Source: an optimization exercise on an open RTL-to-GDS flow (aim: small area, a short achievable clock period and few clock cycles). Production flows keep margins and buffers that such runs may drop. The RTL was checked by simulation tests, not by an equivalence proof against the original design.

`flow/design.v`:
```
module INV_IP #(parameter IP_WIDTH = 6) (
    IN_1, IN_2,
    OUT_INV
);
input  [IP_WIDTH-1:0] IN_1, IN_2;
output [IP_WIDTH-1:0] OUT_INV;
parameter LOOP_IDX = 8;
genvar i;
reg [IP_WIDTH-1:0] old_r [0:LOOP_IDX-1];
reg [IP_WIDTH-1:0] r [0:LOOP_IDX-1];
reg [IP_WIDTH-1:0] q [0:LOOP_IDX-1];
reg signed [IP_WIDTH-1:0] old_t [0:LOOP_IDX-1];
reg [3:0] index [1:LOOP_IDX-1];
reg signed [IP_WIDTH-1:0] t [0:LOOP_IDX-1];
generate
for(i=0;i<LOOP_IDX;i=i+1) begin: loop_old_r
    always@(*) begin
        if(i==0) begin
            old_r[0] = (IN_1 > IN_2)? IN_1:IN_2;
        end
        else begin
            old_r[i] = r[i-1];        
        end
    end
end
endgenerate
generate
for(i=0;i<LOOP_IDX;i=i+1) begin: loop_r
    always@(*) begin
        if(i==0) begin
            r[0] = (IN_1 > IN_2)? IN_2:IN_1;
        end
        else begin
            if(r[i-1]!=0)
                r[i] = old_r[i-1] - q[i-1] * r[i-1];
            else
                r[i] = 0;
        end
    end
end
endgenerate
generate
for(i=0;i<LOOP_IDX;i=i+1) begin: loop_q
    always@(*) begin
        if(r[i]!=0)
            q[i] = old_r[i] / r[i];
        else
            q[i] = 0;
    end
end
endgenerate
generate
for(i=0;i<LOOP_IDX;i=i+1) begin: loop_old_t
    always@(*) begin
        if(i==0) begin
            old_t[0] = 0;    
        end
        else begin
            if(r[i-1]!=0) begin
                old_t[i] = t[i-1];
            end
            else
                old_t[i] = 0;
        end
    end
end
endgenerate
generate
for(i=1;i<LOOP_IDX;i=i+1) begin: loop_index
    always@(*) begin
            if(r[i-1]!=0) begin
                index[i] = i;
            end
            else
                index[i] = index[i-1];
    end
end
endgenerate
generate
for(i=0;i<LOOP_IDX;i=i+1) begin: loop_t
    always@(*) begin
        if(i==0) begin
            t[0] = 1;    
        end
        else begin
            if(r[i-1]!=0)
                t[i] = old_t[i-1] - q[i-1] * t[i-1];
            else
                t[i] = 0;
        end
    end
end
endgenerate
assign OUT_INV = (old_t[index[LOOP_IDX-1]][IP_WIDTH-1]==1)? old_t[index[LOOP_IDX-1]]+old_r[0]:old_t[index[LOOP_IDX-1]];
endmodule
module EC_TOP(
    clk, rst_n, in_valid,
    in_Px, in_Py, in_Qx, in_Qy, in_prime, in_a,
    out_valid, out_Rx, out_Ry
);
input clk, rst_n, in_valid;
input [6-1:0] in_Px, in_Py, in_Qx, in_Qy, in_prime, in_a;
output reg out_valid;
output reg [6-1:0] out_Rx, out_Ry;
localparam S_IDLE = 0;
localparam S_IN_DATA = 1;
localparam S_P_ADD = 2;
localparam S_P_DOU = 3;
localparam S_XR_YR = 4;
localparam S_OUT = 5;
parameter IP_WIDTH = 6;
reg [2:0] current_state, next_state;
reg [3:0] cnt_s_p;
reg [2:0] cnt_xr_yr;
reg [5:0] px_reg;
reg [5:0] py_reg;
reg [5:0] qx_reg;
reg [5:0] qy_reg;
reg [5:0] a_reg;
reg [5:0] prime_reg;
wire [5:0] p_sub_xp;
wire [5:0] p_sub_yp;
wire [5:0] p_sub_xq;
wire [5:0] p_sub_xr;
wire [6:0] xq_xp1;
wire [6:0] yq_yp1;
wire [7:0] xr_w;
wire [6:0] xp2_3_a;
reg [5:0] xr_reg ;
reg [5:0] s_reg;
reg [11:0] mod_in;
wire [5:0] mod_out;
reg [IP_WIDTH-1:0]  IN_2;
wire [IP_WIDTH-1:0] OUT_INV;
reg [5:0] yp2_ip;
wire [6:0] xp_xr1;
wire [11:0]mul_out;
reg [5:0] mul_in1, mul_in2;
wire [6:0] s_xp_xr1_yp1;
always@(posedge clk or negedge rst_n) begin
    if(!rst_n)
        current_state <= S_IDLE;
    else
        current_state <= next_state;
end
always@(*) begin
    case (current_state)
        S_IDLE:    next_state = in_valid? S_IN_DATA:S_IDLE;
        S_IN_DATA: next_state = (px_reg==qx_reg && py_reg==qy_reg)? S_P_DOU:S_P_ADD;
        S_P_ADD:   next_state = (cnt_s_p==4)? S_XR_YR:S_P_ADD;
        S_P_DOU:   next_state = (cnt_s_p==8)? S_XR_YR:S_P_DOU;
        S_XR_YR:   next_state = (cnt_xr_yr==6)? S_OUT:S_XR_YR;
        S_OUT:     next_state = S_IDLE;
        default: next_state = S_IDLE;
    endcase
end
always @(posedge clk or negedge rst_n) begin
    if (!rst_n) 
        cnt_s_p <= 0;    
    else begin
        if(current_state==S_P_ADD && cnt_s_p<=3)
            cnt_s_p <= cnt_s_p + 1;
        else if(current_state==S_P_DOU && cnt_s_p<=7)
            cnt_s_p <= cnt_s_p + 1;
        else
            cnt_s_p <= 0;
    end  
end
always @(posedge clk or negedge rst_n) begin
    if (!rst_n) 
        cnt_xr_yr <= 0;    
    else begin
        if(current_state==S_XR_YR && cnt_xr_yr<=5)
            cnt_xr_yr <= cnt_xr_yr + 1;
        else
            cnt_xr_yr <= 0;
    end  
end
always@(posedge clk or negedge rst_n) begin
    if(!rst_n) 
        px_reg <= 0;
    else begin
        if(in_valid)
            px_reg <= in_Px;
    end
end
always@(posedge clk or negedge rst_n) begin
    if(!rst_n) 
        py_reg <= 0;
    else begin
        if(in_valid)
            py_reg <= in_Py;
    end
end
always@(posedge clk or negedge rst_n) begin
    if(!rst_n) 
        qx_reg <= 0;
    else begin
        if(in_valid)
            qx_reg <= in_Qx;
    end
end
always@(posedge clk or negedge rst_n) begin
    if(!rst_n) 
        qy_reg <= 0;
    else begin
        if(in_valid)
            qy_reg <= in_Qy;
    end
end
always@(posedge clk or negedge rst_n) begin
    if(!rst_n) 
        a_reg <= 0;
    else begin
        if(in_valid)
            a_reg <= in_a;
    end
end
always@(posedge clk or negedge rst_n) begin
    if(!rst_n) 
        prime_reg <= 2;
    else begin
        if(in_valid)
            prime_reg <= in_prime;
    end
end
assign p_sub_xp = prime_reg - px_reg;
assign p_sub_yp = prime_reg - py_reg;
assign p_sub_xq = prime_reg - qx_reg;
assign p_sub_xr = prime_reg - mod_out;
assign xq_xp1 = qx_reg + p_sub_xp;    
assign yq_yp1 = qy_reg + p_sub_yp;    
assign xr_w = mod_out + p_sub_xp + p_sub_xq;  
assign xp_xr1 = px_reg + p_sub_xr;
assign s_xp_xr1_yp1 = mod_out + p_sub_yp;
assign xp2_3_a = mod_out + a_reg;
always@(posedge clk or negedge rst_n) begin
    if(!rst_n)
        s_reg <= 0;
    else begin
        if(current_state==S_P_ADD && cnt_s_p==4 || current_state==S_P_DOU && cnt_s_p==8)
            s_reg <= mod_out;
    end
end
always @(posedge clk or negedge rst_n) begin
    if (!rst_n) begin
       xr_reg <= 0;
    end
    else begin
        if(cnt_xr_yr==2) 
            xr_reg <= mod_out;
    end
end
always @(posedge clk or negedge rst_n) begin
    if(!rst_n)
        mod_in <= 0;
    else begin
        if(current_state==S_P_ADD) begin
            case(cnt_s_p)
                'd0: mod_in <= xq_xp1;
                'd1: mod_in <= yq_yp1;
                'd3: mod_in <= mul_out;
            endcase
        end
        else if(current_state==S_P_DOU) begin
            case(cnt_s_p)
                'd0: mod_in <= {py_reg, 1'b0};
                'd2: mod_in <= mul_out;
                'd4: mod_in <= mul_out;
                'd5: mod_in <= xp2_3_a;
                'd7: mod_in <= mul_out;
            endcase
        end
        else if(current_state==S_XR_YR) begin
             case(cnt_xr_yr)
                'd0: mod_in <= mul_out;
                'd1: mod_in <= xr_w;
                'd2: mod_in <= xp_xr1;
                'd4: mod_in <= mul_out;
                'd5: mod_in <= s_xp_xr1_yp1;
            endcase
        end
    end
end
assign mod_out = mod_in % prime_reg;
always@(posedge clk or negedge rst_n) begin
    if(!rst_n)
        IN_2 <= 0;
    else begin
        if((current_state==S_P_ADD || current_state==S_P_DOU) && cnt_s_p==1) begin
            IN_2 <= mod_out;
        end
    end
end
INV_IP #(.IP_WIDTH(IP_WIDTH)) I_INV_IP ( .IN_1(prime_reg), .IN_2(IN_2), . OUT_INV(OUT_INV));
always@(posedge clk or negedge rst_n) begin
    if(!rst_n) 
        yp2_ip <= 0;
    else begin
        if(current_state==S_P_DOU && cnt_s_p==2)
            yp2_ip <= OUT_INV;
    end
end
always @(posedge clk or negedge rst_n) begin
    if(!rst_n)
        mul_in1 <= 0;
    else begin
         if(current_state==S_P_ADD) begin
            case(cnt_s_p)
                'd2: mul_in1 <= mod_out;
                'd4: mul_in1 <= mod_out;
            endcase
        end
        else if(current_state==S_P_DOU) begin
            case(cnt_s_p)
                'd1: mul_in1 <= px_reg;
                'd3: mul_in1 <= 3;
                'd6: mul_in1 <= mod_out;
                'd8: mul_in1 <= mod_out;
            endcase
        end
        else if(current_state==S_XR_YR) begin
            case(cnt_xr_yr)
                'd3: mul_in1 <= s_reg;
            endcase
        end
    end
end
always @(posedge clk or negedge rst_n) begin
    if(!rst_n)
        mul_in2 <= 0;
    else begin
         if(current_state==S_P_ADD) begin
            case(cnt_s_p)
                'd2: mul_in2 <= OUT_INV;
                'd4: mul_in2 <= mod_out;
            endcase
        end
        else if(current_state==S_P_DOU) begin
            case(cnt_s_p)
                'd1: mul_in2 <= px_reg;
                'd3: mul_in2 <= mod_out;
                'd6: mul_in2 <= yp2_ip;
                'd8: mul_in2 <= mod_out;
            endcase
        end
        else if(current_state==S_XR_YR) begin
            case(cnt_xr_yr)
                'd3: mul_in2 <= mod_out;
            endcase
        end
    end
end
assign mul_out = mul_in1 * mul_in2;
always @(posedge clk or negedge rst_n) begin
    if(!rst_n)
        out_valid <= 0;
    else begin
        if(cnt_xr_yr==6)
            out_valid <= 1;
        else
            out_valid <= 0;
    end
end
always @(posedge clk or negedge rst_n) begin
    if(!rst_n)
        out_Rx <= 0;
    else begin
        if(cnt_xr_yr==6)
            out_Rx <= xr_reg;
        else
            out_Rx <= 0;
    end
end
always @(posedge clk or negedge rst_n) begin
    if(!rst_n)
        out_Ry <= 0;
    else begin
        if(cnt_xr_yr==6)
            out_Ry <= mod_out;
        else
            out_Ry <= 0;
    end
end
endmodule
```
`flow/run.sh`:
```
#!/bin/bash
# synth_recipe.tcl (not shown) runs the flow's synth.tcl, then flattens the netlist and writes it again
# the make line also repeats each setting of config.mk as NAME=value (left out here)
make -C /OpenROAD-flow-scripts/flow DESIGN_CONFIG=/design/flow/config.mk WORK_HOME=/design/flow/orfs CLKGATE_MAP_FILE= SYNTH_SCRIPT=/design/flow/synth_recipe.tcl finish
```
`flow/config.mk`:
```
export PLATFORM = sky130hd
export DESIGN_NAME = EC_TOP
export DESIGN_NICKNAME = EC_TOP
export VERILOG_FILES = /design/flow/design.v
export SDC_FILE = /design/flow/constraint.sdc
export NUM_CORES = 4
export LEC_CHECK = 0
export CAP_MARGIN = 20
export CORE_MARGIN = 2
export CORE_UTILIZATION = 40
export SLEW_MARGIN = 20
```
`flow/constraint.sdc`:
```
create_clock -name core_clock -period 77.0 [get_ports {clk}]
set_input_delay 15.4000 -clock core_clock [delete_from_list [all_inputs] [get_ports {clk}]]
set_output_delay 15.4000 -clock core_clock [all_outputs]
set_load 0.01 [all_outputs]
```
==> flow_summary_export.csv <==
group,metric,value,unit
clocking,post_cts_resized,0,
sta,setup_tns,0,ns
floorplan,die_y,254,um
placed_design,place_congestion,0.949,
floorplan,ios,52,
worst_setup_path,cp_top_family,"compound AO/OA/AOI/OAI gates",
worst_setup_path,worstSetupEndpointType,"flip-flop",
synthesis,synthArstFlopShare,100,%
synthesis,synth-seq-area-share,10.7,%
clocking,path_clk_slew,0.09,ns
worst_setup_path,reg2regPathDepth,311,
worst_setup_path,crit_arrival,70.52,ns
finish,top_register,"mod_in",
worst_hold_path,hold_end,"s_reg[0]$_DFFE_PN0P_",
worst_setup_path,required,77.20,ns
clocking,clock_latency,0.37,ns
sta,hold_violations,0,
clocking,cts_tree,"done",
synthesis,ys_ff_latch,107,
worst_setup_path,r2r_slack,6.68,ns
finish,final_area,26700,um2
placed_design,dp_hpwl,60500,um
synthesis,synth_edf_count,0,
sta,clock.fmax,0.0142,GHz
finish,layout_commonest_cell,"ha_1",
sta,rsz0062_at_grt,"no",
global_routing,grt_pass1_vias,21434,
synthesis,synth_fa_ha_area_share,29.5,%
global_routing,grt_overflow,0,
global_routing,antenna_found_initial,1,
finish,largest_reg_flops,12,
synthesis,ys.flop_type,"dfrtp_1",
clocking,post-cts-setup-buffers,0,
routing,first_pass_iters,6,
global_routing,grt_pass1_wl,118000,um
sta,fin_crit,70.32,ns
sta,period_share,91.3,%
finish,utilization,43.3,%
routing,wire_per_inst,18.6,um
routing,drc,0,
sta,worst_pin_slew,1.05,ns
worst_setup_path,critPathMaxStageDelay,0.68,ns
worst_setup_path,path_class,"flip-flop to flip-flop",
clocking,clock_path_buffers,2,
finish,n_fill_cell,6333,
synthesis,synth_cells,3150,
worst_setup_path,worst-path-max-fanout,35,
clocking,cts_root_buf,"clkbuf_16",
clocking,cts_sinks,107,
synthesis,yosys.area.top_type,"ha_1",
sta,finalSetupViolCount,0,
synthesis,synth.area.mux_share,5.31,%
clocking,htree_levels,3,
floorplan,core-area,61700,um2
finish,nNetsFinal,3717,
synthesis,syn-num-nets,3714,
finish,num_antenna_cells,0,
sta,relSlewSlack,29.7,%
synthesis,synth-xor-area-share,9.74,%
finish,mostFrequentLayoutCells,"ha_1 (417), nor2_1 (296), inv_1 (293)",
worst_setup_path,cpMaxStageDelayCell,"dfrtp_1",
worst_setup_path,r2r-start,"prime_reg[0]$_DFFE_PN0P_",
clocking,numCtsBuffers,9,
worst_setup_path,startpoint_type,"flip-flop",
worst_hold_path,min-delay-start,"s_reg[0]$_DFFE_PN0P_",
placed_design,placed_area,26400,um2
worst_hold_path,hold_class,"flip-flop to flip-flop",
synthesis,synth_compound_area_share,19.5,%
worst_setup_path,rr_endpoint,"mul_in2[5]$_DFFE_PN0P_",
job,cap_viol_max_count,0,
run_status,status,"timing/DRC/antenna clean",
placed_design,port_buffers,51,
routing,viasPerCell,5.60,
global_routing,grt_max_degree,59,
routing,ant_nets,0,
clocking,cts_hold_buf,0,
synthesis,synth_top_family_by_area,"adder cells",
floorplan,num_rows,91,
routing,drt_wl_total,74200,um
sta,skew,0.0208,ns
worst_setup_path,crit_top_cell,"ha_1",
synthesis,postSynthAreaPerCell,7.93,um2
synthesis,yosysWarnings,8,
worst_setup_path,timing.critical_path.buf_inv,23,
floorplan,start_util,40.5,%
synthesis,yosys.area_share.simple,19.1,%
floorplan,dieArea,64500,um2
finish,drive_gt1_share,6.49,%
routing,drt_iter0_markers,1776,
routing,routed-via-count,22391,
synthesis,synth_top_area_share,20.9,%
sta,slew_viol_final,0,
worst_hold_path,holdPathStages,2,
synthesis,synth_area_leaders,"ha_1 (21%), dfrtp_1 (11%), fa_1 (8.7%)",
floorplan,die_width,254,um
global_routing,groute.usage.overall,23.0,%
synthesis,synth_area,25000,um2
synthesis,synth_cell_types,100,
finish,syn_to_final_growth,6.93,%
[synth_stat cells, drive strengths merged, types with 11 or more instances]
cell	n
o31ai	32
and3	14
and2	39
fa	108
nand4	11
or3	23
xor2	91
nand3	48
buf	19
o21bai	19
o211ai	17
mux2	70
nor2b	43
o21ai	204
o21a	91
a21oi	176
nand2b	55
ha	417
o221ai	15
a22oi	14
nor2	298
nor4	28
nand2	252
inv	297
dfrtp	106
a21o	84
nor3	111
clkbuf	76
or2	33
xnor2	162
o22ai	12
mux2i	52
[area by class of cell]
type / count / area, um2 / area share, %
inverters: 298 / 1120 / 4.19
clock inverters: 7 / 80.1 / 0.300
multi-input cells: 2650 / 20800 / 77.8
well taps: 837 / 1050 / 3.92
clock buffers: 9 / 225 / 0.843
repair buffers: 87 / 773 / 2.89
flip-flops and latches: 107 / 2680 / 10.0
[logic make-up (layout without fill, tap and decap cells)]
logic type,Yosys count,after routing
simple gates,991,991
compound gates,754,754
fa+ha+maj,525,525
buf+inv,393,401
xor+xnor,258,258
mux,122,122
flops,107,107
[worst max path at each step]
stage                              from                     end  slack (ns)  cells after the start
4_1_cts        prime_reg[0]$_DFFE_PN0P_  mul_in2[5]$_DFFE_PN0P_        6.89                    313
3_5_place_dp   prime_reg[0]$_DFFE_PN0P_  mul_in2[5]$_DFFE_PN0P_        7.04                    313
3_3_place_gp   prime_reg[0]$_DFFE_PN0P_  mul_in2[5]$_DFFE_PN0P_        9.08                    314
6_report       prime_reg[0]$_DFFE_PN0P_  mul_in2[5]$_DFFE_PN0P_        6.68                    311
5_1_grt        prime_reg[0]$_DFFE_PN0P_  mul_in2[5]$_DFFE_PN0P_        0.14                    317
2_1_floorplan  prime_reg[0]$_DFFE_PN0P_  mul_in2[5]$_DFFE_PN0P_       13.72                    322
[stage by stage]
step,hold WS [ns],instances,setup slack (ns)
floorplan,0.443,3150,13.72
global placement,0.457,3979,9.08
detailed placement,0.466,3979,7.04
CTS,0.487,3995,6.89
global route,0.513,3995,0.140
finish,0.486,3995,6.68
[metal layers]
layer	GRT usage (%)	vias to the layer above	wire length, um
met1	31.2	10611	34100
met4	5.92	0	1840
li1	-	11053	-
met3	1.96	106	3400
met2	39.0	621	34800
met5	0	-	0
[worst register-to-register path, delay by kind of cell, from the launching register on]
family / cells / cell delay, ns
muxes: 19 / 5.71
buffers and inverters: 23 / 2.52
and+or+nand+nor: 70 / 12.17
adders and majority gates: 62 / 21.30
AOI/OAI and AO/OA: 123 / 24.78
DFF: 1 / 0.68
xor gates and xnor gates: 14 / 2.91
Testbench counts, summed over its fixed seeds: cycles 38,496.

-- static timing again, ports no longer ideal --
In the flow no input, the clock included, has a driving cell. The finished layout below was timed again as built, in two steps. Step 1 sets driving cells, clkbuf_16 on the clock port and buf_2 on the other inputs (assumed; they add their load-dependent delay and slew). Step 2 also shifts input and output timing later by t, the mid clock arrival at the registers, as if the neighbouring blocks saw the same clock. Three values: no drivers, after step 1, after step 2; two values: the first two.
t, ns: 0.408
setup WS [ns]: 6.680 / 6.680 / 6.680
worst setup path after step 2: register to register
worst slew at a driven data input, ns: 0.04
cell pins on the clock port's net: 1
After both steps this run still meets setup and hold. For this run, drivers alone change the setup slack by 0.000 ns; drivers and shift together by 0.000 ns.
